This design comes from an exercise in tuning for small area on the open sky130 flow, not from production work. Where RTL was checked, it was by simulation tests only, not by an equivalence proof against the original. For run 6, only the layout was checked, not whether the RTL still works. Power figures rest on the tool's default switching activity, not on a simulated workload.

**flow/design.v**
```verilog
module I2C_Master (
input	wire [7:0] _Data_in,
input	wire [7:0] _Reg_addr,
input	wire [6:0] _Dev_addr,
input	wire	   clk,rst,_RW_sel,
input	wire	 _SDA_in,
output	reg	 	 SDA_out,
output	reg	 	 SCL_out
);
reg [7:0] Data_in;
reg [7:0] Reg_addr;
reg [6:0] Dev_addr;
reg       RW_sel;
reg [5:0] b;
reg [2:0] u;
reg       SDA_in;
wire [2:0] j = b[2:0];
wire idle = (b[5] & ~b[4] & ~b[3] & ~b[0]) | (b[5] & ~b[4] & ~b[3] & ~u[2] & ~u[0]) | (b[5] & ~b[4] & ~b[3] & ~u[2] & ~u[1]);
wire selSCL = (b[5] & ~b[4] & ~b[3] & ~b[0]) | (~RW_sel & ~b[5] & b[1] & b[0]) | (~b[5] & b[3] & b[2] & b[0]) | (b[5] & ~b[4] & ~b[3] & ~u[2] & ~u[0]) | (b[5] & ~b[4] & ~b[3] & ~u[2] & ~u[1]);
wire sel1 = (~b[5] & b[3] & b[2] & ~b[0]) | (RW_sel & ~b[4] & ~b[3] & ~b[2] & b[1] & ~b[0]);
wire selR = (RW_sel & b[4] & b[3] & ~b[2] & b[1] & ~b[0]);
wire gDEV1 = (b[5] & ~b[4] & ~b[2]) | (b[5] & ~b[4] & ~b[1]) | (b[5] & ~b[4] & b[3] & ~b[0]);
wire gREG = (b[4] & ~b[3] & b[0]) | (b[4] & ~b[3] & b[2]) | (b[4] & ~b[3] & b[1]) | (b[4] & b[3] & ~b[2] & ~b[1] & ~b[0]);
wire gWR = (~RW_sel & b[4] & b[3] & b[2]) | (~RW_sel & ~b[5] & ~b[4] & ~b[1]) | (~RW_sel & b[4] & b[3] & b[1]);
wire gDEV2 = (RW_sel & b[4] & b[3] & b[2]) | (RW_sel & ~b[4] & ~b[3] & ~b[2] & ~b[1]) | (RW_sel & b[4] & b[3] & b[1] & b[0]);
wire A = (b[5] & ~b[4]) | (b[4] & ~b[3] & ~b[2] & ~b[1] & ~b[0]) | (b[5] & b[3] & ~b[2] & ~b[1] & b[0]) | (RW_sel & ~b[4] & ~b[3] & ~b[2]);
wire stop_end = (~RW_sel & ~b[5] & b[1] & b[0] & u[2]) | (~b[5] & b[3] & b[2] & b[0] & u[2]);
wire holdR = (~b[5] & b[4]) | (~b[5] & b[3] & b[2]) | (~RW_sel & ~b[5] & b[1]) | (RW_sel & b[5] & b[3] & b[1]);
wire jumpc = (b[5] & b[3] & ~b[2] & ~b[1] & ~b[0] & u[2] & u[1] & u[0]);
wire sample = (~b[5] & ~b[3] & b[2]) | (~b[5] & ~b[4] & b[3] & ~b[2]) | (b[4] & ~b[3] & ~b[2] & ~b[1] & ~b[0]) | (b[5] & b[4] & b[3] & ~b[2] & ~b[1] & b[0]) | (RW_sel & ~b[5] & b[1] & b[0]);
wire [7:0] dev1 = {1'b0, Dev_addr[0], Dev_addr[1], Dev_addr[2], Dev_addr[3], Dev_addr[4], Dev_addr[5], Dev_addr[6]};
wire [7:0] regv = {Reg_addr[1], Reg_addr[2], Reg_addr[3], Reg_addr[4], Reg_addr[5], Reg_addr[6], Reg_addr[7], Reg_addr[0]};
wire [7:0] datv = {Data_in[2], Data_in[3], Data_in[4], Data_in[5], Data_in[6], Data_in[7], Data_in[0], Data_in[1]};
wire [7:0] dev2 = {Dev_addr[2], Dev_addr[3], Dev_addr[4], Dev_addr[5], Dev_addr[6], 1'b0, Dev_addr[0], Dev_addr[1]};
wire sda_d = (gDEV1 & dev1[j]) | (gREG & regv[j]) | (gWR & datv[j]) | (gDEV2 & dev2[j]);
wire force0 = ~rst | (SDA_in & A) | stop_end;
wire hold = SDA_in & holdR;
wire jump = SDA_in & jumpc;
always @(posedge clk) begin
	if (force0) begin
		u <= 3'd5;
		b <= 6'd38;
	end
	else begin
		u <= u + 3'd1;
		if (jump)
			b <= 6'd25;
		else if ((u == 3'd7) & ~hold)
			b <= b + 6'd1;
	end
	if (~rst)
		SDA_in <= 1'b0;
	else if (sample)
		SDA_in <= _SDA_in;
	if (idle) begin
		Data_in <= _Data_in;
		Reg_addr <= _Reg_addr;
		Dev_addr <= _Dev_addr;
		RW_sel <= _RW_sel;
	end
	SDA_out <= (selSCL & SCL_out) | sel1 | (selR & (SDA_in | ~u[2])) | sda_d;
	SCL_out <= idle | (SCL_out ^ (u[1] & ~u[0]));
end
endmodule
```
**flow/flow/run.sh**
```bash
#!/bin/bash
# Own layout flow: the standard ORFS flow with three changes.
#  - port buffers use the smallest buffer (buf_1) instead of the default pick
#  - after floorplan every logic cell is swapped to its smallest drive
#    strength (repair_design / repair_timing upsize again where needed)
#  - CTS inserts no dummy load cells
# Each tool's full output stays in orfs/logs; this script's own output goes
# to run.log in the work folder.
set -euo pipefail
W=$(pwd)
exec > "$W/run.log" 2>&1
export BUFFER_PORTS_ARGS="-buffer_cell sky130_fd_sc_hd__buf_1"
export CTS_ARGS="-sink_clustering_enable -repair_clock_nets -dont_use_dummy_load"
export POST_FLOORPLAN_TCL="$W/flow/downsize.tcl"
bash standard.sh finish
```
**flow/flow/downsize.tcl**
```tcl
# Swap every combinational cell to the smallest-area cell with the same
# function (same base name, other drive strength). Timing repair later in
# the flow upsizes again where it must.
proc my_downsize {} {
  set dont_use {}
  if {[info exists ::env(DONT_USE_CELLS)]} { set dont_use $::env(DONT_USE_CELLS) }
  set block [ord::get_db_block]
  set n 0
  foreach inst [$block getInsts] {
    set m [[$inst getMaster] getName]
    if {![regexp {^(sky130_fd_sc_hd__[a-z0-9]+)_([0-9]+)$} $m -> base sz]} { continue }
    if {[regexp {__(df|edf|sdf|sed|dl|tap|fill|decap|conb|clk|lpflow|probe|diode)} $base]} { continue }
    set best $m
    set cur [get_lib_cells -quiet */$m]
    if {$cur eq ""} { continue }
    set besta [get_property $cur area]
    foreach s {0 1 2 3 4 6 8 12 16} {
      set cand ${base}_$s
      if {$cand eq $m || [lsearch -exact $dont_use $cand] >= 0} { continue }
      set lc [get_lib_cells -quiet */$cand]
      if {$lc eq ""} { continue }
      set a [get_property $lc area]
      if {$a < $besta} { set best $cand; set besta $a }
    }
    if {$best ne $m} {
      replace_cell [$inst getName] $best
      incr n
    }
  }
  puts "my_downsize: resized $n instances"
}
my_downsize
```
**flow/standard.sh**
```bash
#!/bin/bash
# synth_recipe.tcl (not shown) runs the flow's synth.tcl, then flattens the netlist and writes it again
# the make line also repeats each setting of config.mk as NAME=value (left out here)
make -C /OpenROAD-flow-scripts/flow DESIGN_CONFIG=/design/flow/config.mk WORK_HOME=/design/flow/orfs CLKGATE_MAP_FILE= SYNTH_SCRIPT=/design/flow/synth_recipe.tcl "${@:-finish}"
```
**flow/config.mk**
```make
export PLATFORM = sky130hd
export DESIGN_NAME = I2C_Master
export DESIGN_NICKNAME = I2C_Master
export VERILOG_FILES = /design/flow/design.v
export SDC_FILE = /design/flow/constraint.sdc
export NUM_CORES = 4
export LEC_CHECK = 0
export ABC_AREA = 1
export CAP_MARGIN = 20
export CORE_MARGIN = 2
export CORE_UTILIZATION = 40
export SLEW_MARGIN = 20
```
**flow/constraint.sdc**
```tcl
create_clock -name core_clock -period 5.0 [get_ports {clk}]
set_input_delay 1.0000 -clock core_clock [delete_from_list [all_inputs] [get_ports {clk}]]
set_output_delay 1.0000 -clock core_clock [all_outputs]
set_load 0.01 [all_outputs]
```
==> flow_summary.ini, run 1 <==
[setup_path]
crit_path_start = b[0]
worstPathArrival_ns = 2.08
crit_path_start_kind = flop
crit_type = flop to flop
r2r-start = b[0]
crit_chain = inv_2 > nand3_1 > nand4_1 > nand2_1 > nand2_1 > or2_1
slowest_stage = dfxtp_1
critPathCaptureType = flop
crit_top_cell = nand2_1
cpPeakStageDelay_ns = 0.77
required_ns = 5.17
crit_fanout = 21

[clock_network]
post-cts-setup-buffers = 0
cts_resized = 0
holdBufCountCts = 0
cts.clk_slew.worst_paths_ns = 0.06
cts_tree = done
cts-root-buf = clkbuf_8
clock-sinks = 36
numCtsBuffers = 5
cts_buffer_depth = 2
worstSkewPairLatency_ns = 0.28
htree_levels = 2

[sta]
slew-limit-headroom_pct = 43.70
tightest_slew_ns = 0.8436
rsz0062_at_grt = false
final.setup.tns_ns = 0
min_period_ns = 1.913
finalSetupViolations = 0
drv_slew = 0
fin_skew_ns = 0.01280
clock.fmax_mhz = 522.8
hold_violations = 0
post-route-period-util_pct = 38.25

[place]
io_buffer_count = 28
place.gp.congestion = 0.8225
place.detailed.hpwl_um = 2553

[finish]
final_cell_mix = nand2_1 (61), nor2_1 (29), nand3_1 (28), buf_1 (28), edfxtp_1 (24)
final_common_cell = nand2_1
diodes = 0
drive_above_1_share_pct = 4.115
layout.nets = 276
final_core_util_pct = 45.92
syn_to_final_growth_pct = 9.530

[drt]
wl_per_cell_um = 11.86
drtIter0Drc = 65
wl_um = 3499
post_drt_via_cell_ratio = 4.895
vias = 1444
first_pass_iters = 4
detail-route-antenna-nets = 0
drc = 0

[logic_synthesis]
netlist_area_um2 = 1838
yosysSeqAreaShare_pct = 52.28
synth_compound_area_share_pct = 6.399
yosysUniqueCellTypes = 27
synth_seq_cells = 36
yosysTopAreaCellShare_pct = 39.21
syn_avg_cell_area_um2 = 8.470
synthSimpleGateAreaFrac_pct = 30.50
synth_top_area_cell = edfxtp_1
syn_inst = 217
yosysWarnings = 1
synth-adder-area-share_pct = 2.723
synthXorXnorAreaFrac_pct = 2.383
synthTopCellsByArea = edfxtp_1 (39%), dfxtp_1 (13%), nand2_1 (12%), nand3_1 (7.4%), nor2_1 (5.7%)
synth_mux_area_share_pct = 0
syn-num-nets = 248
synth_top_family_by_area = simple AND/OR/NAND/NOR gates

[global_routing]
grt_remaining_overflow = 0
grt_pass1_vias = 1407
grt_max_degree = 25
grt_usage_pct = 15.82
antenna_found_initial = 0
grt_first_pass_wirelength_um = 6327

[power]
ir_worst_vdd_mv = 0.2872
leakagePower_nw = 0.8169
cellPowerDensity_nw_per_um2 = 562.4

[floorplanning]
fp.dieW_um = 71.79
coreArea_um2 = 4384
initial_core_util_pct = 41.92
dieArea_um2 = 5153
num_rows = 24
io_pins = 29
die_h_um = 71.79

[hold_path]
hold_class = flop to flop
hp-start = u[0]

[job]
cap_violations = 0

[run_status]
status = complete, no violations
final cells by class:
type	instances	area [um^2]
multi-input combinational	159	757.0
fill	450	2371
sequential	36	960.9
tap	52	65.06
clock buffer	5	68.82
inverter	15	56.30
timing repair buffer	28	105.1
state kept, by name, summed over array words and instances, names as in the netlist, 3 cells and up:
signal / flops
Data_in: 8
b: 6
u: 3
Reg_addr: 8
Dev_addr: 7
report_power, final:
group          switching (mW)  internal (mW)  total [mW]
Clock                  0.0880         0.0895       0.178
Sequential              0.109          0.475       0.584
Combinational           0.242          0.129       0.371
cell usage after synthesis:
library cell	count
nand2_1	58
nor2_1	28
nand3_1	27
edfxtp_1	24
dfxtp_1	12
inv_1	9
nand4_1	7
o21ai_1	7
a21oi_1	6
inv_2	5
ha_1	4
buf_2	3
buf_4	3
nand2_2	3
o21ai_0	3
xor2_1	3
nor3_1	2
o211ai_1	2
o21a_1	2
xnor2_1	2
buf_6	1
clkinv_1	1
nand3_2	1
nand3b_1	1
nor2_2	1
o31ai_1	1
or2_1	1
cells by family after synthesis:
family / Yosys count
buf+inv: 22
compound gates: 21
flops: 36
fa+ha+maj: 4
xor+xnor: 5
simple gates: 129
worst max-delay path, delay by kind of cell (launching register included):
family                 cells  cell delay, ns
buffers and inverters      1            0.30
and+or+nand+nor            5            0.73
DFF                        1            0.77
metrics by stage:
stage          instance area [um^2]  power [mW]  hold WS, ns  cells  setup slack (ns)
6_report                       2013       1.132       0.4716    295             3.087
5_1_grt                        2013       1.246       0.5059    295             2.859
4_1_cts                        2013       1.143       0.4754    295             3.053
3_5_place_dp                   1944      0.9637       0.4609    290             3.067
3_3_place_gp                   1944      0.9638       0.4653    290             3.075
2_1_floorplan                  1838      0.8855       0.4182    217             3.372
routing by layer:
| layer | vias to the layer above | global-route usage [%] | routed length [um] |
|---|---|---|---|
| met5 | - | 0 | 0 |
| met4 | 0 | 5.660 | 48 |
| met3 | 6 | 4.641 | 114 |
| met2 | 23 | 24.90 | 1650 |
| met1 | 635 | 20.79 | 1685 |
| li1 | 780 | - | - |
path summary, 6_finish.rpt:
check	cells after the start	to	slack (ns)
setup / recovery	6	u[2]	3.09
hold / removal	1	u[0]	0.47
setup reg to reg	6	u[2]	3.09
hold reg to reg	1	u[0]	0.47
==> run 2: changes to the inputs <==
--- a/flow/flow/run.sh
+++ b/flow/flow/run.sh
@@ -11,5 +11,5 @@
 exec > "$W/run.log" 2>&1
 export BUFFER_PORTS_ARGS="-buffer_cell sky130_fd_sc_hd__buf_1"
-export CTS_ARGS="-sink_clustering_enable -repair_clock_nets -dont_use_dummy_load"
+export CTS_ARGS="-sink_clustering_enable -repair_clock_nets -dont_use_dummy_load -buf_list sky130_fd_sc_hd__clkbuf_4 -root_buf sky130_fd_sc_hd__clkbuf_4"
 export POST_FLOORPLAN_TCL="$W/flow/downsize.tcl"
 bash standard.sh finish
==> flow_summary.ini, run 2 <==
[finish]
layout.nets = 276
fin_area_um2 = 1982
final_core_util_pct = 45.21
syn_to_final_growth_pct = 7.828
diodes = 0
top_regs = Data_in: 8 flops, Reg_addr: 8 flops, Dev_addr: 7 flops
drive_above_1_share_pct = 4.115
final_cell_mix = nand2_1 (61), nor2_1 (29), nand3_1 (28), buf_1 (28), edfxtp_1 (24)
instances_no_fill = 295
final_common_cell = nand2_1

[place]
place_ws_ns = 3.067
io_buffer_count = 28
place.gp.congestion = 0.8225
dp.cells = 290
place.detailed.hpwl_um = 2553
post_dp_cell_area_um2 = 1944

[power]
pwr-share-clk_pct = 12.0
p_sw_share_pct = 39.95
switchingPower_mw = 0.4318
power_frac_seq_pct = 53.9
total_power_mw = 1.081
ir_worst_vdd_mv = 0.2282
cellPowerDensity_nw_per_um2 = 545.3
leakagePower_nw = 0.8040
pwr-share-comb_pct = 34.1
internal_power_mw = 0.6490

[floorplanning]
fp.dieW_um = 71.79
io_pins = 29
dieArea_um2 = 5153
die_h_um = 71.79
coreArea_um2 = 4384
num_rows = 24
initial_core_util_pct = 41.92

[logic_synthesis]
yosysTopAreaCellShare_pct = 39.21
synth_ff_type = edfxtp_1
syn_avg_cell_area_um2 = 8.470
synthTopCellsByCount = nand2_1 (58), nor2_1 (28), nand3_1 (27)
syn-num-nets = 248
synth_seq_cells = 36
syn_inst = 217
yosysUniqueCellTypes = 27
async_flop_share_pct = 0
synth_most_common_cell = nand2_1
yosysWarnings = 1
synth_top_area_cell = edfxtp_1
netlist_area_um2 = 1838
yosysSeqAreaShare_pct = 52.28
synthTopCellsByArea = edfxtp_1 (39%), dfxtp_1 (13%), nand2_1 (12%), nand3_1 (7.4%), nor2_1 (5.7%)
synth_edf_count = 24

[setup_path]
path_buf_inv = 1
required_ns = 5.23
regToRegSetupSlack_ns = 3.09
crit_chain = inv_2 > nand3_1 > nand4_1 > nand2_1 > nand2_1 > or2_1
crit_top_cell = nand2_1
critPathCaptureType = flop
path_delay_family = flip-flops
worstPathArrival_ns = 2.13
crit_path_start_kind = flop
slowest_stage = dfxtp_1
cpPeakStageDelay_ns = 0.77
crit_fanout = 21
crit_type = flop to flop

[clock_network]
cts_resized = 0
clock-sinks = 36
worstSkewPairLatency_ns = 0.33
post-cts-setup-buffers = 0
cts_tree = done
cts.clk_slew.worst_paths_ns = 0.09
numCtsBuffers = 5
holdBufCountCts = 0
cts_buffer_depth = 2
htree_levels = 2
cts-root-buf = clkbuf_4

[sta]
setup_slack_ns = 3.094
finalSetupViolations = 0
post-route-period-util_pct = 38.12
min_period_ns = 1.906
whs_ns = 0.4781
rsz0062_at_grt = false
drv_slew = 0
tightest_slew_ns = 0.8431
hold_violations = 0
clock.fmax_mhz = 524.7
fin_skew_ns = 0.02053
final.setup.tns_ns = 0
slew-limit-headroom_pct = 43.73

[job]
cap_violations = 0

[drt]
drtIter0Drc = 71
drc = 0
vias = 1443
post_drt_via_cell_ratio = 4.892
first_pass_iters = 4
detail-route-antenna-nets = 0
wl_um = 3469
wl_per_cell_um = 11.76

[global_routing]
grt_max_degree = 25
grt_pass1_vias = 1389
grt_usage_pct = 15.55
grt_remaining_overflow = 0
grt_first_pass_wirelength_um = 6279
antenna_found_initial = 0

[run_status]
status = complete, no violations

[hold_path]
hold_class = flop to flop
[run 2: cell types whose count changed in the layout (fill, tap and decap cells not counted)]
cell      previous run  this run
clkbuf_8             5         0
clkbuf_4             0         5
[run 2: layout make-up]
cell class / count / area, um^2
Fill cell: 450 / 2402
Sequential cell: 36 / 960.9
Multi-Input combinational cell: 159 / 757.0
Timing Repair Buffer: 28 / 105.1
Tap cell: 52 / 65.06
Inverter: 15 / 56.30
Clock buffer: 5 / 37.54
[run 2: path summary, 6_finish.rpt]
path              from   end  cells past startpoint
hold reg to reg   u[0]  u[0]                      1
setup / recovery  b[0]  u[2]                      6
setup reg to reg  b[0]  u[2]                      6
hold / removal    u[0]  u[0]                      1
[run 2: metal layers]
metal	track usage, %	part of all wire [%]	up-vias
met5	0	0	-
li1	-	-	780
met1	20.70	48	630
met4	5.241	1.4	0
met2	24.90	47	27
met3	3.797	3.6	6
[run 2: worst register-to-register path: stages, from the launching register on]
cell and delay (ns):
dfxtp_1 0.77, inv_2 0.31, nand3_1 0.19, nand4_1 0.10, nand2_1 0.07, nand2_1 0.13, or2_1 0.24
[run 2: logic make-up (layout without fill, tap and decap cells)]
kind of cell / after synthesis / count (layout) / synth area share (%)
AND/OR/NAND/NOR: 129 / 129 / 30.50
XOR/XNOR: 5 / 5 / 2.383
AO/OA/AOI/OAI: 21 / 21 / 6.398
flip-flops: 36 / 36 / 52.28
adder cells (fa/ha/maj): 4 / 4 / 2.723
buffers and inverters: 22 / 48 / 5.718
[run 2: power by group through the flow]
stage                     Sequential, mW  Combinational [mW]  Clock [mW]
after floorplan                    0.530               0.356           0
after global placement             0.592               0.372           0
after detailed placement           0.592               0.372           0
after CTS                          0.585               0.373       0.135
after global routing               0.603               0.443       0.147
final                              0.582               0.369       0.129
==> run 3: changes to the inputs <==
==> flow/design.v (replaced) <==
module I2C_Master (
input	wire [7:0] _Data_in,
input	wire [7:0] _Reg_addr,
input	wire [6:0] _Dev_addr,
input	wire	   clk,rst,_RW_sel,
input	wire	 _SDA_in,
output	reg	 	 SDA_out,
output	reg	 	 SCL_out
);
reg [7:0] Data_in;
reg [7:0] Reg_addr;
reg [6:0] Dev_addr;
reg       RW_sel;
reg [3:0] P;
reg [2:0] j;
reg [2:0] u;
reg       SDA_in;
wire idle = (P[3] & ~P[2] & ~j[0]) | (P[3] & ~P[2] & ~u[2] & ~u[0]) | (P[3] & ~P[2] & ~u[2] & ~u[1]);
wire single = (P[2] & P[0]) | (RW_sel & ~P[3] & ~P[0]) | (~RW_sel & ~P[1] & P[0]) | (~P[2] & P[1] & ~P[0]);
wire selSCL = (~RW_sel & ~P[2] & P[1] & ~j[0]) | (~P[3] & P[2] & ~P[1] & P[0]) | (P[3] & ~P[2] & ~u[2] & ~u[0]) | (P[3] & ~P[2] & ~j[0]) | (P[3] & ~P[2] & ~u[2] & ~u[1]);
wire selN = (~P[3] & P[2] & ~P[0]);
wire selR = (RW_sel & ~P[2] & ~P[1] & ~P[0]);
wire gDEV = (P[3] & ~P[1] & ~P[0]) | (RW_sel & ~P[2] & ~P[1] & P[0]);
wire gDEV2 = (RW_sel & ~P[2] & ~P[1] & P[0]);
wire gREG = (P[3] & P[1] & ~P[0]);
wire gWR = (~RW_sel & ~P[3] & ~P[1] & ~P[0]);
wire A = (P[3] & P[0]) | (~P[3] & P[1] & ~P[0]);
wire stop_end = (~RW_sel & ~P[3] & ~P[2] & P[1] & u[2]) | (~P[3] & P[2] & ~P[1] & P[0] & u[2]);
wire holdR = (~P[3] & P[2]) | (~P[2] & ~P[1] & P[0]) | (RW_sel & ~P[2] & ~P[1]);
wire jumpc = (P[3] & j[2] & j[1] & j[0] & u[2] & u[1] & u[0]);
wire sample = (P[3] & P[2] & P[0]) | (RW_sel & ~P[3] & ~P[2] & P[1]);
wire [7:0] devv = {Dev_addr, gDEV2};
wire sda_d = (gDEV & devv[~j]) | (gREG & Reg_addr[~j]) | (gWR & Data_in[~j]);
wire force0 = ~rst | (SDA_in & A) | stop_end;
wire hold = SDA_in & holdR;
wire jump = SDA_in & jumpc;
wire blk_end = (u == 3'd7) & ~hold;
always @(posedge clk) begin
	if (force0) begin
		u <= 3'd5;
		j <= 3'd6;
		P <= 4'd11;
	end
	else begin
		u <= u + 3'd1;
		if (jump)
			P <= 4'd7;
		else if (blk_end & (single | (j == 3'd7)))
			P <= P + 4'd1;
		if (blk_end & ~single)
			j <= j + 3'd1;
	end
	if (~rst)
		SDA_in <= 1'b0;
	else if (sample)
		SDA_in <= _SDA_in;
	if (idle) begin
		Data_in <= _Data_in;
		Reg_addr <= _Reg_addr;
		Dev_addr <= _Dev_addr;
		RW_sel <= _RW_sel;
	end
	SDA_out <= (selSCL & SCL_out) | selN | (selR & (SDA_in | ~u[2])) | sda_d;
	SCL_out <= idle | (SCL_out ^ (u[1] & ~u[0]));
end
endmodule
==> flow_summary.ini, run 3 <==
[setup_path]
worstPathArrival_ns = 0.90
crit_path_start_kind = flop
cpPeakStageDelay_ns = 0.41
crit_type = flop to output pin
path_buf_inv = 1
path_delay_family = flip-flops
r2r-start = j[0]
crit_chain = buf_1
regToRegSetupSlack_ns = 3.12
critPathCaptureType = output pin
required_ns = 4.00
crit_fanout = 3
slowest_stage = dfxtp_1
r2r_end = SDA_out
rr_worst_depth = 8

[power]
total_power_mw = 1.126
leakagePower_nw = 0.8275
cellPowerDensity_nw_per_um2 = 588.4
ir_worst_vdd_mv = 0.2448

[logic_synthesis]
syn-num-nets = 224
synth_top_area_cell = edfxtp_1
yosysSeqAreaShare_pct = 56.16
synthTopCellsByArea = edfxtp_1 (41%), dfxtp_1 (15%), nand2_1 (9.0%), nand3_1 (6.0%), nor2_1 (4.7%)
yosysTopAreaCellShare_pct = 41.26
yosysWarnings = 1
synth_seq_cells = 37
yosysUniqueCellTypes = 24
synthTopCellsByCount = nand2_1 (42), edfxtp_1 (24), nor2_1 (22)
syn_inst = 191
synth_most_common_cell = nand2_1
async_flop_share_pct = 0
netlist_area_um2 = 1747
synth_edf_count = 24
syn_avg_cell_area_um2 = 9.145
synth_ff_type = edfxtp_1

[place]
place.detailed.hpwl_um = 2268
place.gp.congestion = 0.8576
post_dp_cell_area_um2 = 1877
io_buffer_count = 28
place_ws_ns = 3.029

[sta]
hold_violations = 0
finalSetupViolations = 0
rsz0062_at_grt = false
clock.fmax_mhz = 525.7
drv_slew = 0
tightest_slew_ns = 0.5121
fin_skew_ns = 0.02253
min_period_ns = 1.902
slew-limit-headroom_pct = 65.82
setup_slack_ns = 3.098
post-route-period-util_pct = 38.04
final.setup.tns_ns = 0

[drt]
wl_per_cell_um = 11.78
wl_um = 3204
first_pass_iters = 4
detail-route-antenna-nets = 0
drtIter0Drc = 89
drc = 0
vias = 1347
post_drt_via_cell_ratio = 4.952

[finish]
multi_input_area_um2 = 643.1
top_regs = Data_in: 8 flops, Reg_addr: 8 flops, Dev_addr: 7 flops
final_cell_mix = nand2_1 (43), buf_1 (28), nor2_1 (25)
diodes = 0
syn_to_final_growth_pct = 9.599
final_core_util_pct = 44.58
ff_latch_area_um2 = 980.9
layout.nets = 255
nFillCells = 426
drive_above_1_share_pct = 6.364
fin_area_um2 = 1914
final_common_cell = nand2_1

[floorplanning]
coreArea_um2 = 4294
dieArea_um2 = 4911
die_h_um = 70.08
io_pins = 29
initial_core_util_pct = 40.68
fp.dieW_um = 70.08
num_rows = 24

[global_routing]
grt_remaining_overflow = 0
grt_first_pass_wirelength_um = 5444
grt_pass1_vias = 1185
grt_usage_pct = 14.43
antenna_found_initial = 0
grt_max_degree = 27

[clock_network]
cts_tree = done
htree_levels = 2
cts_resized = 0
numCtsBuffers = 5
holdBufCountCts = 0
cts-root-buf = clkbuf_4
cts_buffer_depth = 2
clock-sinks = 37
cts.clk_slew.worst_paths_ns = 0.09
post-cts-setup-buffers = 0
worstSkewPairLatency_ns = 0.34

[hold_path]
min_to = u[0]
hold_class = flop to flop
hp-start = u[0]
whs_path_depth = 1

[job]
cap_violations = 0

[run_status]
status = complete, no violations
## run 3: changes by cell type after synthesis, sizes merged, moves of 2 or more
| cell | delta |
|---|---|
| inv | +6 |
| nand3 | -5 |
| buf | -2 |
| o21a | -2 |
| nor2 | -4 |
| nand4 | -3 |
| xnor2 | -2 |
| nand2 | -18 |
| ha | +2 |
| o211ai | +3 |
## run 3: cells by family (layout without fill, tap and decap cells)
kind of cell    count (synthesis)  count (layout)  synth area share, %
compound gates                 22              22                7.092
xor+xnor                        3               3                1.505
fa+ha+maj                       6               6                4.298
buf+inv                        25              54                5.874
flops                          37              37                56.16
simple gates                   98              98                25.07
## run 3: cell type report
type                            instances  area share (%)
Tap cell                               52           3.399
Sequential cell                        37           51.24
Multi-Input combinational cell        129           33.59
Timing Repair Buffer                   29           5.882
Inverter                               20           3.922
Clock buffer                            5           1.961
## run 3: worst max-delay path by stage
stage	from	end	slack, ns	cells past startpoint
2_1_floorplan	P[3]	Data_in[0]	2.29	2
3_3_place_gp	rst	P[1]	3.03	6
3_5_place_dp	rst	P[1]	3.03	6
4_1_cts	SCL_out	SCL_out	3.07	1
5_1_grt	j[0]	SDA_out	2.98	8
6_report	SCL_out	SCL_out	3.10	1
## run 3: where the power goes
part | total [mW] | switching (mW) | internal, mW
Combinational | 0.396 | 0.257 | 0.139
Sequential | 0.594 | 0.0976 | 0.497
Clock | 0.137 | 0.0896 | 0.0470
Total | 1.13 | 0.444 | 0.683
## run 3: per-stage QoR
| step | hold slack, ns | instances |
|---|---|---|
| global route | 0.4725 | 272 |
| CTS | 0.4510 | 272 |
| detailed placement | 0.4270 | 267 |
| floorplan | 0.3951 | 191 |
| finish | 0.4485 | 272 |
| global placement | 0.4232 | 267 |
## run 3: metal layers
metal | track usage (%) | part of all wire [%]
met1 | 19.18 | 46
met2 | 21.90 | 47
met3 | 3.896 | 5.1
met4 | 6.838 | 1.8
met5 | 0 | 0
==> run 4: changes to the inputs <==
==> flow/flow/run.sh (replaced) <==
#!/bin/bash
# Own layout flow: the standard ORFS flow (standard.sh) with these changes.
#  - synthesis maps with an area-oriented ABC script (flow/abc_area.script:
#    strash; dch -f; amap) instead of ORFS's delay-driven one; everything else
#    in synthesis, register naming included, is ORFS's own
#  - port buffers use the smallest buffer (buf_1)
#  - after floorplan every logic cell is swapped to its smallest drive
#    strength (repair_design / repair_timing upsize again where needed)
#  - CTS uses clkbuf_4 and inserts no dummy load cells
# Each tool's full output stays in orfs/logs; this script's own output goes
# to run.log in the work folder.
set -euo pipefail
W=$(pwd)
exec > "$W/run.log" 2>&1
rm -rf "$W/scripts_area"
cp -r "$FLOW_HOME/scripts" "$W/scripts_area"
cp "$W/flow/abc_area.script" "$W/scripts_area/abc_area.script"
SCRIPTS_DIR="$W/scripts_area" bash standard.sh synth
export BUFFER_PORTS_ARGS="-buffer_cell sky130_fd_sc_hd__buf_1"
export CTS_ARGS="-sink_clustering_enable -repair_clock_nets -dont_use_dummy_load -buf_list sky130_fd_sc_hd__clkbuf_4 -root_buf sky130_fd_sc_hd__clkbuf_4"
export POST_FLOORPLAN_TCL="$W/flow/downsize.tcl"
bash standard.sh finish
==> flow/flow/abc_area.script (new file) <==
strash
dch -f
amap
topo
==> flow_summary.ini, run 4 <==
[setup_path]
crit_path_end = SDA_out
rr_worst_depth = 6
worstPathArrival_ns = 2.55
r2r-start = j[0]
crit_path_start = j[0]
required_ns = 5.21
crit_path_start_kind = flop
regToRegSetupSlack_ns = 2.66
r2r_end = SDA_out
critPathCaptureType = flop
crit_type = flop to flop
crit_fanout = 17

[clock_network]
clock-sinks = 37
holdBufCountCts = 0
cts_tree = done
cts-root-buf = clkbuf_4
worstSkewPairLatency_ns = 0.35
cts_buffer_depth = 2
htree_levels = 2
cts.clk_slew.worst_paths_ns = 0.10
cts_resized = 0
post-cts-setup-buffers = 0
numCtsBuffers = 5

[drt]
drc = 0
detail-route-antenna-nets = 0
vias = 1223
post_drt_via_cell_ratio = 5.610
first_pass_iters = 4
drtIter0Drc = 122
wl_um = 3079
wl_per_cell_um = 14.12

[finish]
syn_to_final_growth_pct = 13.67
drive_above_1_share_pct = 4.118
top_regs = Data_in: 8 flops, Reg_addr: 8 flops, Dev_addr: 7 flops
nFillCells = 363
layout.nets = 205
final_common_cell = buf_1
final_cell_mix = buf_1 (28), edfxtp_1 (24), clkinv_1 (15)
diodes = 0
final_core_util_pct = 48.15

[sta]
drv_slew = 0
final.setup.tns_ns = 0
min_period_ns = 2.335
setup_slack_ns = 2.665
rsz0062_at_grt = false
fin_skew_ns = 0.02894
post-route-period-util_pct = 46.71
tightest_slew_ns = 0.7540
whs_ns = 0.4297
slew-limit-headroom_pct = 49.46
hold_violations = 0
finalSetupViolations = 0
clock.fmax_mhz = 428.2

[logic_synthesis]
synthTopCellsByArea = edfxtp_1 (46%), dfxtp_1 (17%), ha_1 (4.8%), clkinv_1 (3.6%), a21oi_1 (2.9%)
synth_ff_type = edfxtp_1
synth_most_common_cell = edfxtp_1
yosysUniqueCellTypes = 26
yosysTopAreaCellShare_pct = 45.79
synth_seq_cells = 37
synth_top_area_cell = edfxtp_1
syn_avg_cell_area_um2 = 11.57
yosysSeqAreaShare_pct = 62.32
syn-num-nets = 169
async_flop_share_pct = 0
synth_edf_count = 24
synthTopCellsByCount = edfxtp_1 (24), clkinv_1 (15), dfxtp_1 (13)
netlist_area_um2 = 1574
syn_inst = 136
yosysWarnings = 1

[global_routing]
antenna_found_initial = 0
grt_pass1_vias = 1174
grt_first_pass_wirelength_um = 5168
grt_remaining_overflow = 0
grt_max_degree = 18
grt_usage_pct = 16.11

[power]
leakagePower_nw = 0.5989
ir_worst_vdd_mv = 0.2442
cellPowerDensity_nw_per_um2 = 557.7
total_power_mw = 0.9978

[hold_path]
hold_class = flop to flop
whs_path_depth = 1

[floorplanning]
die_h_um = 66.73
num_rows = 22
fp.dieW_um = 66.73
coreArea_um2 = 3716
dieArea_um2 = 4453
io_pins = 29
initial_core_util_pct = 42.36

[place]
place.detailed.hpwl_um = 2226
place_ws_ns = 2.659
io_buffer_count = 28
place.gp.congestion = 0.8623

[run_status]
status = complete, no violations

[job]
cap_violations = 0
run 4: worst min-delay path by stage:
stage / start / endpoint / slack [ns]
2_1_floorplan: u[0] / u[0] / 0.39
3_3_place_gp: u[0] / u[0] / 0.41
3_5_place_dp: u[0] / u[0] / 0.41
4_1_cts: u[0] / u[0] / 0.43
5_1_grt: u[0] / u[0] / 0.45
6_report: u[0] / u[0] / 0.43
run 4: metrics by stage:
step           cell area [um^2]  std cells
2_1_floorplan              1574        136
3_3_place_gp               1752        213
3_5_place_dp               1752        213
4_1_cts                    1789        218
5_1_grt                    1789        218
6_report                   1789        218
run 4: final cells by class:
type                       count  area, um^2  area share, %
sequential                    37       980.9          54.83
multi-input combinational     84       541.8          30.28
timing repair buffer          29       112.6          6.294
tap                           48       60.06          3.357
inverter                      15       56.30          3.147
clock buffer                   5       37.54          2.098
run 4: cells by family (layout without fill, tap and decap cells):
family | after synthesis | after routing | share of synthesized area (%)
AOI/OAI and AO/OA | 49 | 49 | 20.91
adders and majority gates | 6 | 6 | 4.769
buffers and inverters | 15 | 49 | 3.577
DFF | 37 | 37 | 62.32
and+or+nand+nor | 29 | 29 | 8.426
run 4: metal layers:
layer	global-route usage (%)	wire length, um	share of wire [%]
met4	9.184	84	2.7
met5	0	0	0
met3	4.730	200	6.5
met1	20.37	1335	43
met2	24.50	1459	47
run 4: worst max-delay path, cell delays in order, from the launching register on:
cell      delay (ns)
dfxtp_1         0.68
clkinv_1        0.49
a21oi_1         0.28
nor3_2          0.16
buf_4           0.24
a311oi_1        0.21
o221ai_1        0.14
run 4: power by group:
| part | internal, mW | switching [mW] | total (mW) |
|---|---|---|---|
| logic | 0.118 | 0.203 | 0.321 |
| registers | 0.467 | 0.0757 | 0.543 |
| clock network | 0.0469 | 0.0864 | 0.133 |
| total | 0.633 | 0.365 | 0.998 |
==> run 5: changes to the inputs <==
==> flow/design.v (replaced) <==
module I2C_Master (
input	wire [7:0] _Data_in,
input	wire [7:0] _Reg_addr,
input	wire [6:0] _Dev_addr,
input	wire	   clk,rst,_RW_sel,
input	wire	 _SDA_in,
output	reg	 	 SDA_out,
output	reg	 	 SCL_out
);
reg [7:0] Data_in;
reg [7:0] Reg_addr;
reg [6:0] Dev_addr;
reg       RW_sel;
reg [3:0] P;
reg [2:0] j;
reg [2:0] u;
reg       SDA_in;
wire idle = (P[3] & ~P[2] & ~j[0]) | (P[3] & ~P[2] & ~u[2] & u[1]) | (P[3] & ~P[2] & ~u[2] & u[0]);
wire single = (P[2] & P[0]) | (RW_sel & ~P[3] & ~P[0]) | (~RW_sel & ~P[1] & P[0]) | (~P[2] & P[1] & ~P[0]);
wire selSCL = (~RW_sel & ~P[2] & P[1] & ~j[0]) | (~P[3] & P[2] & ~P[1] & P[0]) | (P[3] & ~P[2] & ~u[2] & u[1]) | (P[3] & ~P[2] & ~j[0]) | (P[3] & ~P[2] & ~u[2] & u[0]);
wire selN = (~P[3] & P[2] & ~P[0]);
wire selR = (RW_sel & ~P[2] & ~P[1] & ~P[0]);
wire gDEV = (P[3] & ~P[1] & ~P[0]) | (RW_sel & ~P[2] & ~P[1] & P[0]);
wire gDEV2 = (RW_sel & ~P[2] & ~P[1] & P[0]);
wire gREG = (P[3] & P[1] & ~P[0]);
wire gWR = (~RW_sel & ~P[3] & ~P[1] & ~P[0]);
wire A = (P[3] & P[0]) | (~P[3] & P[1] & ~P[0]);
wire stop_end = (~RW_sel & ~P[3] & ~P[2] & P[1] & u[2] & u[0]) | (~P[3] & P[2] & ~P[1] & P[0] & u[2] & u[0]);
wire holdR = (~P[3] & P[2]) | (~P[2] & ~P[1] & P[0]) | (RW_sel & ~P[2] & ~P[1]);
wire jumpc = (P[3] & j[2] & j[1] & j[0] & ~u[2] & ~u[1] & ~u[0]);
wire sample = (P[3] & P[2] & P[0]) | (RW_sel & ~P[3] & ~P[2] & P[1]);
wire blk = (~u[2] & ~u[1] & ~u[0]);
wire sclu = (u[2] & ~u[1]) | (u[2] & ~u[0]) | (~u[2] & u[1] & u[0]);
wire rsu = (~u[2] & u[0]) | (~u[2] & u[1]) | (u[2] & ~u[1] & ~u[0]);
wire [7:0] devv = {Dev_addr, gDEV2};
wire sda_d = (gDEV & devv[~j]) | (gREG & Reg_addr[~j]) | (gWR & Data_in[~j]);
wire force0 = ~rst | (SDA_in & A) | stop_end;
wire hold = SDA_in & holdR;
wire jump = SDA_in & jumpc;
wire blk_end = blk & ~hold;
wire [2:0] u_inc = {u[2] ^ (u[1] & u[0]), u[1] ^ u[0], ~u[0]};
wire [2:0] j_inc = {j[2] ^ (j[1] & j[0]), j[1] ^ j[0], ~j[0]};
wire [3:0] P_inc = {P[3] ^ (P[2] & P[1] & P[0]), P[2] ^ (P[1] & P[0]), P[1] ^ P[0], ~P[0]};
always @(posedge clk) begin
	if (force0) begin
		u <= 3'd6;
		j <= 3'd6;
		P <= 4'd11;
	end
	else begin
		u <= u_inc;
		if (jump)
			P <= 4'd7;
		else if (blk_end & (single | (j == 3'd7)))
			P <= P_inc;
		if (blk_end & ~single)
			j <= j_inc;
	end
	if (~rst)
		SDA_in <= 1'b0;
	else if (sample)
		SDA_in <= _SDA_in;
	if (idle) begin
		Data_in <= _Data_in;
		Reg_addr <= _Reg_addr;
		Dev_addr <= _Dev_addr;
		RW_sel <= _RW_sel;
	end
	SDA_out <= (selSCL & SCL_out) | selN | (selR & (SDA_in | rsu)) | sda_d;
	SCL_out <= idle | sclu;
end
endmodule
--- a/flow/flow/run.sh
+++ b/flow/flow/run.sh
@@ -3,5 +3,6 @@
 #  - synthesis maps with an area-oriented ABC script (flow/abc_area.script:
 #    strash; dch -f; amap) instead of ORFS's delay-driven one; everything else
-#    in synthesis, register naming included, is ORFS's own
+#    in synthesis, register naming included, is ORFS's own, except that
+#    adders are left to ABC as plain gates (ADDER_MAP_FILE empty)
 #  - port buffers use the smallest buffer (buf_1)
 #  - after floorplan every logic cell is swapped to its smallest drive
@@ -16,5 +17,5 @@
 cp -r "$FLOW_HOME/scripts" "$W/scripts_area"
 cp "$W/flow/abc_area.script" "$W/scripts_area/abc_area.script"
-SCRIPTS_DIR="$W/scripts_area" bash standard.sh synth
+ADDER_MAP_FILE= SCRIPTS_DIR="$W/scripts_area" bash standard.sh synth
 export BUFFER_PORTS_ARGS="-buffer_cell sky130_fd_sc_hd__buf_1"
 export CTS_ARGS="-sink_clustering_enable -repair_clock_nets -dont_use_dummy_load -buf_list sky130_fd_sc_hd__clkbuf_4 -root_buf sky130_fd_sc_hd__clkbuf_4"
==> flow_summary.ini, run 5 <==
[run_status]
status = complete, no violations

[floorplanning]
initial_core_util_pct = 41.70
coreArea_um2 = 3661
io_pins = 29
die_h_um = 65.78
fp.dieW_um = 65.78
num_rows = 22
dieArea_um2 = 4326

[clock_network]
cts-root-buf = clkbuf_4
holdBufCountCts = 0
cts.clk_slew.worst_paths_ns = 0.09
post-cts-setup-buffers = 0
cts_tree = done
cts_buffer_depth = 2
worstSkewPairLatency_ns = 0.33
numCtsBuffers = 5
cts_resized = 0
clock-sinks = 37
htree_levels = 2

[job]
cap_violations = 0

[logic_synthesis]
synthTopCellsByCount = edfxtp_1 (24), nor2_1 (18), clkinv_1 (13), dfxtp_1 (13), o22ai_1 (11)
yosysUniqueCellTypes = 21
syn-num-nets = 168
async_flop_share_pct = 0
yosysTopAreaCellShare_pct = 47.21
synth_top_area_cell = edfxtp_1
synth_mux_area_share_pct = 0
synth_most_common_cell = edfxtp_1
synth-adder-area-share_pct = 0
yosysSeqAreaShare_pct = 64.26
syn_inst = 141
synth_top_family_by_area = compound AO/OA/AOI/OAI gates
yosysWarnings = 1
synthTopCellsByArea = edfxtp_1 (47%), dfxtp_1 (17%), o22ai_1 (4.5%), nor2_1 (4.4%), o21ai_0 (3.3%)
synthSimpleGateAreaFrac_pct = 13.20
synth_seq_cells = 37
synthXorXnorAreaFrac_pct = 0
synth_compound_area_share_pct = 19.34
synth_ff_type = edfxtp_1
netlist_area_um2 = 1526
synth_edf_count = 24
syn_avg_cell_area_um2 = 10.83

[global_routing]
grt_first_pass_wirelength_um = 5092
antenna_found_initial = 0
grt_pass1_vias = 1167
grt_remaining_overflow = 0
grt_usage_pct = 16.11
grt_max_degree = 26

[finish]
layout.nets = 204
final_cell_mix = buf_1 (28), edfxtp_1 (24), nor2_1 (18)
top_regs = Data_in: 8 flops, Reg_addr: 8 flops, Dev_addr: 7 flops
syn_to_final_growth_pct = 14.10
diodes = 0
drive_above_1_share_pct = 4.000
final_common_cell = buf_1
instances_no_fill = 223

[sta]
final.setup.tns_ns = 0
hold_violations = 0
post-route-period-util_pct = 46.45
drv_slew = 0
rsz0062_at_grt = false
tightest_slew_ns = 0.5163
fin_skew_ns = 0.01479
finalSetupViolations = 0
clock.fmax_mhz = 430.6
setup_slack_ns = 2.678
slew-limit-headroom_pct = 65.54
min_period_ns = 2.322

[setup_path]
required_ns = 5.19
crit_path_start_kind = flop
crit_fanout = 15
critPathCaptureType = flop
crit_type = flop to flop
worstPathArrival_ns = 2.51

[power]
ir_worst_vdd_mv = 0.1526
cellPowerDensity_nw_per_um2 = 331.8
leakagePower_nw = 0.5796

[hold_path]
hold_class = flop to flop

[place]
place_ws_ns = 2.683
dp.cells = 218
place.detailed.hpwl_um = 2211
io_buffer_count = 28
place.gp.congestion = 1.002

[drt]
vias = 1227
detail-route-antenna-nets = 0
post_drt_via_cell_ratio = 5.502
first_pass_iters = 4
drc = 0
wl_per_cell_um = 13.48
wl_um = 3006
drtIter0Drc = 62
[run 5: path summary, 6_finish.rpt]
check	cells after the start	slack, ns	end	from
worst max register to register	7	2.68	SDA_out	j[0]
worst max-delay path	7	2.68	SDA_out	j[0]
worst min-delay path	1	0.48	u[0]	u[0]
worst min register to register	1	0.48	u[0]	u[0]
[run 5: where the power goes]
group          switching (mW)  internal (mW)
Combinational          0.0417         0.0271
Sequential             0.0141          0.362
Clock                  0.0861         0.0470
[run 5: critical path: stages (launching register included)]
cell and delay (ns):
dfxtp_1 0.65, clkinv_1 0.48, a22oi_1 0.31, o22ai_1 0.11, a22oi_1 0.23, nor4_1 0.08
nor3_1 0.20, o211ai_1 0.13
[run 5: per-stage QoR]
stage | power, mW | utilization (%) | instance area (um^2) | hold WS, ns
after floorplan | 0.4265 | - | 1526 | 0.4334
after global placement | 0.4521 | 46.55 | 1704 | 0.4645
after detailed placement | 0.4531 | 46.55 | 1704 | 0.4638
after CTS | 0.5849 | 47.57 | 1742 | 0.4841
after global routing | 0.6103 | 47.57 | 1742 | 0.5350
final | 0.5779 | 47.57 | 1742 | 0.4791
[run 5: layout make-up]
cell class,instances,area (um^2)
Fill cell,348,1919
Sequential cell,37,980.9
Multi-Input combinational cell,91,501.7
Clock buffer,5,37.54
Inverter,13,48.80
Tap cell,48,60.06
Timing Repair Buffer,29,112.6
[run 5: cell families (layout without fill, tap and decap cells)]
kind of cell,count (synthesis),count (layout)
AOI/OAI and AO/OA,46,46
and+or+nand+nor,45,45
DFF,37,37
buffers and inverters,13,47
[run 5: routing by layer]
layer	wire (um)	GRT usage [%]	part of all wire (%)	vias up
met4	44	6.510	1.5	0
li1	-	-	-	611
met2	1407	25.38	47	51
met5	0	0	0	-
met1	1302	20.51	43	560
met3	252	5.111	8.4	5
==> run 6: changes to the inputs <==
==> flow/design.v (replaced) <==
module I2C_Master (
input	wire [7:0] _Data_in,
input	wire [7:0] _Reg_addr,
input	wire [6:0] _Dev_addr,
input	wire	   clk,rst,_RW_sel,
input	wire	 _SDA_in,
output	reg	 	 SDA_out,
output	reg	 	 SCL_out
);
reg [7:0] Data_in;
reg [7:0] Reg_addr;
reg [6:0] Dev_addr;
reg       RW_sel;
reg [3:0] P;
reg [2:0] j;
reg [2:0] u;
reg       SDA_in;
wire idle = (~P[3] & ~P[0] & j[2] & ~j[0]) | (~P[3] & ~P[0] & j[2] & ~u[2] & ~u[0]) | (~P[3] & ~P[0] & j[2] & ~u[2] & ~u[1]);
wire single = (P[2] & ~P[0]) | (P[3] & P[0]) | (~RW_sel & P[3]) | (RW_sel & P[2] & P[1]);
wire selSCL = (~P[3] & ~P[0] & j[2] & ~j[0]) | (P[3] & P[2] & ~P[1]) | (~RW_sel & P[3] & P[0]) | (~P[3] & ~P[0] & j[2] & ~u[2] & ~u[0]) | (~P[3] & ~P[0] & j[2] & ~u[2] & ~u[1]);
wire selN = (P[3] & P[1] & P[0]);
wire selR = (RW_sel & P[2] & P[1] & P[0]);
wire gDEV = (~P[3] & ~P[2] & P[0]) | (RW_sel & ~P[2] & ~P[1] & ~P[0]);
wire gDEV2 = (RW_sel & ~P[2] & ~P[1] & ~P[0]);
wire gREG = (~P[3] & ~P[1] & P[0]);
wire gWR = (~RW_sel & P[2] & P[1] & P[0]);
wire A = (~P[3] & ~P[0]) | (~P[2] & ~P[1] & P[0]);
wire stop_end = (P[3] & P[2] & ~P[1] & u[2]) | (~RW_sel & P[3] & P[0] & u[2]);
wire holdR = (~RW_sel & P[3]) | (RW_sel & P[1] & P[0]) | (P[3] & P[2]);
wire jumpc = (~P[1] & j[2] & j[1] & j[0] & u[2] & u[1] & u[0]);
wire sample = (~P[3] & P[2] & ~P[0]) | (P[3] & ~P[2] & P[1] & ~P[0]) | (RW_sel & ~P[2] & ~P[1] & P[0]);
wire blk = (u[2] & u[1] & u[0]);
wire sclu = (u[2] & ~u[1]) | (~u[2] & u[1]);
wire rsu = (~u[2]);
wire [7:0] devv = {Dev_addr, gDEV2};
wire [7:0] gv = ({8{gDEV}} & devv) | ({8{gREG}} & Reg_addr) | ({8{gWR}} & Data_in);
wire sda_d = gv[~j];
wire force0 = ~rst | (SDA_in & A) | stop_end;
wire hold = SDA_in & holdR;
wire jump = SDA_in & jumpc;
wire blk_end = blk & ~hold;
wire [2:0] u_inc = {u[2] ^ (u[1] & u[0]), u[1] ^ u[0], ~u[0]};
wire [2:0] j_inc = {j[2] ^ (j[1] & j[0]), j[1] ^ j[0], ~j[0]};
wire [3:0] P_inc = {P[3] ^ (P[2] & P[1] & P[0]), P[2] ^ (P[1] & P[0]), P[1] ^ P[0], ~P[0]};
always @(posedge clk) begin
	if (force0) begin
		u <= 3'd5;
		j <= 3'd6;
		P <= 4'd2;
	end
	else begin
		u <= u_inc;
		if (jump)
			P <= 4'd14;
		else if (blk_end & (single | (j == 3'd7)))
			P <= P_inc;
		if (blk_end & ~single)
			j <= j_inc;
	end
	if (~rst)
		SDA_in <= 1'b0;
	else if (sample)
		SDA_in <= _SDA_in;
	if (idle) begin
		Data_in <= _Data_in;
		Reg_addr <= _Reg_addr;
		Dev_addr <= _Dev_addr;
		RW_sel <= _RW_sel;
	end
	SDA_out <= (selSCL & SCL_out) | selN | (selR & (SDA_in | rsu)) | sda_d;
	SCL_out <= idle | sclu;
end
endmodule
==> flow_summary.ini, run 6 <==
[run_status]
status = complete, no violations

[logic_synthesis]
syn_inst = 133
yosysSeqAreaShare_pct = 65.83
synth_edf_count = 24
syn-num-nets = 160
netlist_area_um2 = 1490
synthTopCellsByArea = edfxtp_1 (48%), dfxtp_1 (17%), nor2_1 (5.5%), clkinv_1 (4.3%), a222oi_1 (4.0%)
synthTopCellsByCount = edfxtp_1 (24), nor2_1 (22), clkinv_1 (17)
yosysWarnings = 1
synth_ff_type = edfxtp_1
synth_top_area_cell = edfxtp_1
synth_most_common_cell = edfxtp_1
yosysUniqueCellTypes = 27
synth_seq_cells = 37
async_flop_share_pct = 0
syn_avg_cell_area_um2 = 11.20
yosysTopAreaCellShare_pct = 48.36

[clock_network]
worstSkewPairLatency_ns = 0.33
numCtsBuffers = 5
htree_levels = 2
clock-sinks = 37
cts.clk_slew.worst_paths_ns = 0.10
holdBufCountCts = 0
cts-root-buf = clkbuf_4
cts_buffer_depth = 2
cts_tree = done
post-cts-setup-buffers = 0
cts_resized = 0

[place]
io_buffer_count = 28
place.gp.congestion = 0.9878
place.detailed.hpwl_um = 2239
place_ws_ns = 2.474

[drt]
wl_um = 2921
post_drt_via_cell_ratio = 5.296
wl_per_cell_um = 13.52
first_pass_iters = 4
vias = 1144
detail-route-antenna-nets = 0
drc = 0
drtIter0Drc = 75

[global_routing]
grt_first_pass_wirelength_um = 4823
grt_remaining_overflow = 0
grt_max_degree = 15
grt_pass1_vias = 1035
grt_usage_pct = 15.54
grt_util_met2_pct = 24.23
top_usage_layer = met2
antenna_found_initial = 0
grt_use_met3_pct = 5.208
use_met1_pct = 19.64

[sta]
min_period_ns = 2.414
hold_violations = 0
tightest_slew_ns = 0.8358
drv_slew = 0
clock.fmax_mhz = 414.3
rsz0062_at_grt = false
setup_slack_ns = 2.586
final.setup.tns_ns = 0
slew-limit-headroom_pct = 43.85
fin_skew_ns = 0.009928
post-route-period-util_pct = 48.28
finalSetupViolations = 0

[floorplanning]
dieArea_um2 = 4230
fp.dieW_um = 65.04
io_pins = 29
num_rows = 22
coreArea_um2 = 3633
initial_core_util_pct = 41.01
die_h_um = 65.04

[finish]
top_regs = Data_in: 8 flops, Reg_addr: 8 flops, Dev_addr: 7 flops
diodes = 0
drive_above_1_share_pct = 4.762
syn_to_final_growth_pct = 15.03
final_common_cell = buf_1
nFillCells = 352
final_cell_mix = buf_1 (28), edfxtp_1 (24), nor2_1 (22)
layout.nets = 197

[setup_path]
crit_path_start_kind = flop
crit_path_start = P[0]
path_buf_inv = 2
crit_path_end = P[0]
crit_top_cell = clkinv_1
r2r-start = P[0]
critPathCaptureType = flop
worstPathArrival_ns = 2.59
slowest_stage = dfxtp_1
crit_chain = clkinv_1 > o22ai_1 > o21ai_0 > a21oi_1 > clkinv_1 > a2111oi_0
regToRegSetupSlack_ns = 2.59
required_ns = 5.18
crit_type = flop to flop
path_delay_family = compound AO/OA/AOI/OAI gates
r2r_end = P[0]
cpPeakStageDelay_ns = 0.51
crit_fanout = 10
cp.depth = 6
rr_worst_depth = 6

[power]
leakagePower_nw = 0.5771
cellPowerDensity_nw_per_um2 = 326.2
ir_worst_vdd_mv = 0.1779

[hold_path]
hold_class = flop to flop

[job]
cap_violations = 0
==> run 6: worst min path at each step <==
stage | from | endpoint | slack (ns) | cells after the start
6_report | u[0] | u[0] | 0.40 | 1
5_1_grt | u[0] | u[0] | 0.42 | 1
4_1_cts | u[0] | u[0] | 0.40 | 1
3_5_place_dp | u[0] | u[0] | 0.38 | 1
3_3_place_gp | u[0] | u[0] | 0.37 | 1
2_1_floorplan | u[0] | u[0] | 0.36 | 1
==> run 6: metal layers <==
metal	vias to the layer above	share of wire (%)
li1	583	-
met3	6	5.9
met4	0	1.6
met5	-	0
met2	35	49
met1	520	43
==> run 6: cell families (layout without fill, tap and decap cells) <==
kind of cell           count (synthesis)  in the layout  share of synthesized area (%)
and+or+nand+nor                       41             41                          11.42
DFF                                   37             37                          65.83
buffers and inverters                 17             52                          4.282
AOI/OAI and AO/OA                     38             38                          18.47
==> run 6: cell type report <==
class / count / area (um^2) / area share [%]
multi-input combinational: 79 / 451.7 / 26.35
sequential: 37 / 980.9 / 57.23
clock buffer: 5 / 37.54 / 2.190
timing repair buffer: 30 / 120.1 / 7.007
inverter: 17 / 63.81 / 3.723
tap: 48 / 60.06 / 3.504
==> run 6: through the flow <==
stage	instances	area, um^2	power (mW)	utilization (%)	hold WS, ns
3_3_place_gp	211	1677	0.4363	46.14	0.3694
4_1_cts	216	1714	0.5663	47.18	0.4021
6_report	216	1714	0.5591	47.18	0.3985
5_1_grt	216	1714	0.5897	47.18	0.4193
3_5_place_dp	211	1677	0.4367	46.14	0.3775
2_1_floorplan	133	1490	0.4105	-	0.3620
==> run 6: worst reg2reg max path, stage by stage, from the launching register on <==
cell       delay (ns)
dfxtp_1          0.51
clkinv_1         0.23
o22ai_1          0.19
o21ai_0          0.10
a21oi_1          0.42
clkinv_1         0.31
a2111oi_0        0.51
==> run 6: power breakdown <==
group,switching [mW],internal [mW]
sequential,0.0148,0.362
combinational,0.0323,0.0189
clock,0.0838,0.0470
==> run 7: changes to the inputs <==
--- a/flow/design.v
+++ b/flow/design.v
@@ -35,5 +35,6 @@
 wire [7:0] devv = {Dev_addr, gDEV2};
 wire [7:0] gv = ({8{gDEV}} & devv) | ({8{gREG}} & Reg_addr) | ({8{gWR}} & Data_in);
-wire sda_d = gv[~j];
+wire [7:0] gvr = {gv[7], gv[3], gv[5], gv[1], gv[6], gv[2], gv[4], gv[0]};
+wire sda_d = gvr[{~j[0], ~j[1], ~j[2]}];
 wire force0 = ~rst | (SDA_in & A) | stop_end;
 wire hold = SDA_in & holdR;
==> flow_summary.ini, run 7 <==
[clock_network]
numCtsBuffers = 5
cts_tree = done
clock-sinks = 37
cts.clk_slew.worst_paths_ns = 0.10
worstSkewPairLatency_ns = 0.34
cts-root-buf = clkbuf_4
cts_buffer_depth = 2
htree_levels = 2
cts_resized = 0
holdBufCountCts = 0
post-cts-setup-buffers = 0

[floorplanning]
coreArea_um2 = 3606
num_rows = 22
io_pins = 29
die_h_um = 64.83
dieArea_um2 = 4203
fp.dieW_um = 64.83
initial_core_util_pct = 41.05

[logic_synthesis]
yosysUniqueCellTypes = 27
syn_inst = 126
synthTopCellsByArea = edfxtp_1 (49%), dfxtp_1 (18%), a222oi_1 (4.7%), nor2_1 (3.8%), o21ai_0 (3.7%)
yosysTopAreaCellShare_pct = 48.69
synth_edf_count = 24
synthTopCellsByCount = edfxtp_1 (24), nor2_1 (15), clkinv_1 (13), dfxtp_1 (13), o21ai_0 (11)
async_flop_share_pct = 0
syn_avg_cell_area_um2 = 11.75
synth_ff_type = edfxtp_1
syn-num-nets = 153
yosysSeqAreaShare_pct = 66.27
synth_seq_cells = 37
synth_top_area_cell = edfxtp_1
synth_most_common_cell = edfxtp_1
netlist_area_um2 = 1480
yosysWarnings = 1

[sta]
tightest_slew_ns = 0.8518
final.setup.tns_ns = 0
slew-limit-headroom_pct = 42.77
fin_skew_ns = 0.01153
rsz0062_at_grt = false
finalSetupViolations = 0
whs_ns = 0.3917
min_period_ns = 2.389
hold_violations = 0
clock.fmax_mhz = 418.6
drv_slew = 0
post-route-period-util_pct = 47.77

[global_routing]
antenna_found_initial = 0
grt_usage_pct = 16.31
grt_pass1_vias = 1105
grt_max_degree = 16
grt_remaining_overflow = 0
grt_first_pass_wirelength_um = 5002

[setup_path]
critPathCaptureType = flop
crit_path_start = P[0]
slowest_stage = nor3_1
crit_path_start_kind = flop
worstPathArrival_ns = 2.66
path_buf_inv = 1
crit_type = flop to flop
path_delay_family = compound AO/OA/AOI/OAI gates
crit_chain = clkinv_1 > nor3_1 > a222oi_1 > o22ai_1 > a22oi_1 > o221a_1 > o21ai_0
required_ns = 5.27
cpPeakStageDelay_ns = 0.71
r2r-start = P[0]
crit_fanout = 10

[place]
place.detailed.hpwl_um = 2299
place.gp.congestion = 0.9935
io_buffer_count = 28

[drt]
met2WireLength_um = 1390
drt-met1-wl_um = 1392
detail-route-antenna-nets = 0
drtIter0Drc = 87
wl_per_cell_um = 14.88
drc = 0
routed-wl-met3_um = 193
top_layer_used = met4
vias = 1165
first_pass_iters = 5
post_drt_via_cell_ratio = 5.601
wl_um = 3094

[finish]
drive_above_1_share_pct = 4.375
layout.nets = 189
top_regs = Data_in: 8 flops, Reg_addr: 8 flops, Dev_addr: 7 flops
final_common_cell = buf_1
syn_to_final_growth_pct = 15.22
diodes = 0
final_cell_mix = buf_1 (28), edfxtp_1 (24), nor2_1 (15)

[power]
ir_worst_vdd_mv = 0.1652
leakagePower_nw = 0.5602
cellPowerDensity_nw_per_um2 = 329.2

[hold_path]
hold_class = flop to flop
hp-start = u[0]

[job]
cap_violations = 0

[run_status]
status = complete, no violations
[run 7: cell count changes after synthesis, moves of 2 or more]
| cell | before | now |
|---|---|---|
| nor2_1 | 22 | 15 |
| clkinv_1 | 17 | 13 |
| o21ai_0 | 8 | 11 |
| a211oi_1 | 2 | 4 |
| nand2_1 | 10 | 7 |
[run 7: logic make-up after synthesis]
| group | synth area share (%) |
|---|---|
| flip-flops | 66.27 |
| AND/OR/NAND/NOR | 9.722 |
| buffers and inverters | 3.297 |
| AO/OA/AOI/OAI | 20.71 |
[run 7: where the power goes]
group	internal, mW	switching [mW]
clock	0.0470	0.0865
combinational	0.0185	0.0335
sequential	0.362	0.0135
total	0.428	0.133
[run 7: routing by layer]
| layer | up-vias | track usage [%] |
|---|---|---|
| li1 | 570 | - |
| met1 | 526 | 20.23 |
| met2 | 54 | 23.58 |
| met3 | 15 | 6.250 |
| met4 | 0 | 10.64 |
| met5 | - | 0 |
[run 7: worst paths after layout]
check,cells past startpoint,to,slack [ns]
max,7,SDA_out,2.61
min,1,u[0],0.39
max reg2reg,7,SDA_out,2.61
min reg2reg,1,u[0],0.39
[run 7: final cells by class]
class,instances,area (um^2)
multi-input combinational,76,465.4
tap,48,60.06
sequential,37,980.9
inverter,13,48.80
clock buffer,5,37.54
fill,337,1901
timing repair buffer,29,112.6
[run 7: stage by stage]
| stage | instance area (um^2) | utilization, % | std cells | worst slack (ns) | power, mW |
|---|---|---|---|---|---|
| after CTS | 1705 | 47.29 | 208 | 2.603 | 0.5657 |
| after detailed placement | 1668 | 46.25 | 203 | 2.549 | 0.4356 |
| final | 1705 | 47.29 | 208 | 2.611 | 0.5614 |
| after floorplan | 1480 | - | 126 | 1.264 | 0.4105 |
| after global routing | 1705 | 47.29 | 208 | 2.372 | 0.5891 |
| after global placement | 1659 | 46.01 | 203 | 2.637 | 0.4334 |
==> run 8: changes to the inputs <==
--- a/flow/config.mk
+++ b/flow/config.mk
@@ -7,6 +7,6 @@
 export LEC_CHECK = 0
 export ABC_AREA = 1
-export CAP_MARGIN = 20
+export CAP_MARGIN = 0
 export CORE_MARGIN = 2
 export CORE_UTILIZATION = 40
-export SLEW_MARGIN = 20
+export SLEW_MARGIN = 0
==> flow_summary.ini, run 8 <==
[logic_synthesis]
syn_inst = 126
synth_ff_type = edfxtp_1
async_flop_share_pct = 0
synthTopCellsByArea = edfxtp_1 (49%), dfxtp_1 (18%), a222oi_1 (4.7%), nor2_1 (3.8%), o21ai_0 (3.7%)
yosysTopAreaCellShare_pct = 48.69
synth_top_area_cell = edfxtp_1
yosysUniqueCellTypes = 27
synth_most_common_cell = edfxtp_1
synth_seq_cells = 37
synthXorXnorAreaFrac_pct = 0
yosysSeqAreaShare_pct = 66.27
synthTopCellsByCount = edfxtp_1 (24), nor2_1 (15), clkinv_1 (13), dfxtp_1 (13), o21ai_0 (11)
synth_compound_area_share_pct = 20.71
synth-adder-area-share_pct = 0
syn_avg_cell_area_um2 = 11.75
synth_mux_area_share_pct = 0
netlist_area_um2 = 1480
synthSimpleGateAreaFrac_pct = 9.721
synth_top_family_by_area = compound AO/OA/AOI/OAI gates
syn-num-nets = 153
synth_edf_count = 24
yosysWarnings = 1

[setup_path]
crit_chain = clkinv_1 > nor4_2 > buf_4
critPathCaptureType = flop
r2r_end = Reg_addr[3]
r2r-start = j[2]
crit_type = flop to flop
regToRegSetupSlack_ns = 2.58
crit_path_start_kind = flop
slowest_stage = nor4_2
cpPeakStageDelay_ns = 1.01
required_ns = 5.03
rr_worst_depth = 3
worstPathArrival_ns = 2.45
crit_fanout = 15

[floorplanning]
initial_core_util_pct = 41.05
dieArea_um2 = 4203
die_h_um = 64.83
num_rows = 22
coreArea_um2 = 3606
io_pins = 29
fp.dieW_um = 64.83

[finish]
syn_to_final_growth_pct = 14.62
nFillCells = 328
ff_latch_area_um2 = 980.9
final_common_cell = buf_1
multi_input_area_um2 = 456.7
diodes = 0
drive_above_1_share_pct = 4.375
final_cell_mix = buf_1 (28), edfxtp_1 (24), nor2_1 (15)
layout.nets = 189
top_regs = Data_in: 8 flops, Reg_addr: 8 flops, Dev_addr: 7 flops

[clock_network]
cts.clk_slew.worst_paths_ns = 0.11
cts_buffer_depth = 2
numCtsBuffers = 5
clock-sinks = 37
htree_levels = 2
cts_resized = 0
cts_tree = done
post-cts-setup-buffers = 0
cts-root-buf = clkbuf_4
holdBufCountCts = 0
worstSkewPairLatency_ns = 0.35

[run_status]
status = complete, no violations

[sta]
drv_slew = 0
post-route-period-util_pct = 48.31
finalSetupViolations = 0
hold_violations = 0
tightest_slew_ns = 1.174
slew-limit-headroom_pct = 21.08
min_period_ns = 2.416
setup_slack_ns = 2.584
clock.fmax_mhz = 414.0
fin_skew_ns = 0.01984
final.setup.tns_ns = 0
rsz0062_at_grt = false

[place]
place.gp.congestion = 0.9935
place_ws_ns = 2.585
io_buffer_count = 28
place.detailed.hpwl_um = 2254

[drt]
wl_um = 3057
wl_per_cell_um = 14.70
drc = 0
vias = 1188
first_pass_iters = 4
drtIter0Drc = 121
post_drt_via_cell_ratio = 5.712
detail-route-antenna-nets = 0

[global_routing]
grt_remaining_overflow = 0
grt_usage_pct = 16.50
grt_pass1_vias = 1105
grt_max_degree = 16
antenna_found_initial = 0
grt_first_pass_wirelength_um = 5175

[job]
cap_violations = 0

[hold_path]
hold_class = flop to flop
hp-start = u[0]
whs_path_depth = 1
min_to = u[0]

[power]
ir_worst_vdd_mv = 0.1654
leakagePower_nw = 0.5553
cellPowerDensity_nw_per_um2 = 330.1
## run 8: where the power goes
part	total, mW	internal, mW	switching, mW
logic	0.0507	0.0178	0.0329
clock network	0.133	0.0470	0.0862
registers	0.376	0.363	0.0137
total	0.560	0.427	0.133
## run 8: layout make-up
type                            instances  area share [%]
Clock buffer                            5           2.212
Sequential cell                        37           57.82
Multi-Input combinational cell         76           26.92
Tap cell                               48           3.540
Inverter                               13           2.876
Timing Repair Buffer                   29           6.637
## run 8: logic make-up (layout without fill, tap and decap cells)
group	after synthesis	after routing
compound gates	43	43
buf+inv	13	47
simple gates	33	33
flops	37	37
## run 8: stage by stage
stage / total power, mW / cells / util, % / hold WS (ns) / area [um^2]
detailed placement: 0.4345 / 203 / 46.01 / 0.3752 / 1659
global placement: 0.4334 / 203 / 46.01 / 0.3691 / 1659
floorplan: 0.4105 / 126 / - / 0.3620 / 1480
global route: 0.5881 / 208 / 47.05 / 0.4251 / 1697
finish: 0.5601 / 208 / 47.05 / 0.3904 / 1697
CTS: 0.5645 / 208 / 47.05 / 0.3959 / 1697
## run 8: metal layers
metal	GRT usage, %	vias up	part of all wire, %
li1	-	564	-
met1	23.23	564	45
met2	23.71	53	46
met3	3.646	7	7.1
met4	8.777	0	2.1
met5	0	-	0
## run 8: critical path, delay by kind of cell (launching register included)
kind / cells / cell delay (ns)
AND/OR/NAND/NOR: 1 / 1.01
buffers and inverters: 2 / 0.64
flip-flops: 1 / 0.44
## run 8: worst max path at each step
| stage | from | endpoint | slack, ns | cells past startpoint |
|---|---|---|---|---|
| 2_1_floorplan | j[2] | SDA_out | 1.26 | 5 |
| 3_3_place_gp | rst | u[1] | 2.64 | 5 |
| 3_5_place_dp | j[2] | Data_in[3] | 2.59 | 3 |
| 4_1_cts | j[2] | Dev_addr[2] | 2.55 | 3 |
| 5_1_grt | j[2] | Reg_addr[3] | 2.41 | 3 |
| 6_report | j[2] | Reg_addr[3] | 2.58 | 3 |

==> port drivers added, routing unchanged <==
The results above use ideal ports. As a check the final layouts listed here were re-extracted and re-timed, cells and wires unchanged.
Step 1 (the two cells are an assumption about what drives the block):
set clk [get_ports {clk}]
set_driving_cell -lib_cell sky130_fd_sc_hd__clkbuf_16 $clk
set_driving_cell -lib_cell sky130_fd_sc_hd__buf_2 [delete_from_list [all_inputs] $clk]
Step 2 adds t to the input delays and takes it off the output delays; t is the mean of the earliest and latest rising clock arrival at the registers after step 1. Input paths then give back, and output paths get back, about the clock's delay inside the block.
a / b / c = no drivers / after step 1 / after step 2; a / b = the first two.
| run | shift t [ns] | setup WS [ns] | hold slack, ns |
|---|---|---|---|
| run 1 | 0.302 | 3.087 / 3.087 / 3.087 | 0.472 / 0.472 / 0.472 |
| run 2 | 0.348 | 3.094 / 3.094 / 3.094 | 0.478 / 0.478 / 0.478 |
| run 3 | 0.354 | 3.098 / 3.075 / 3.018 | 0.449 / 0.449 / 0.449 |
| run 4 | 0.359 | 2.665 / 2.665 / 2.665 | 0.430 / 0.430 / 0.430 |
| run 5 | 0.351 | 2.678 / 2.678 / 2.678 | 0.479 / 0.479 / 0.479 |
| run 6 | 0.350 | 2.586 / 2.586 / 2.423 | 0.399 / 0.399 / 0.399 |
| run 7 | 0.352 | 2.611 / 2.611 / 2.565 | 0.392 / 0.392 / 0.392 |
| run 8 | 0.359 | 2.584 / 2.584 / 2.584 | 0.390 / 0.390 / 0.390 |
After both steps every run listed still meets setup and hold. The setup slack of run 6, which loses most, moves by 0.000 ns with the drivers and by -0.163 ns with both steps.
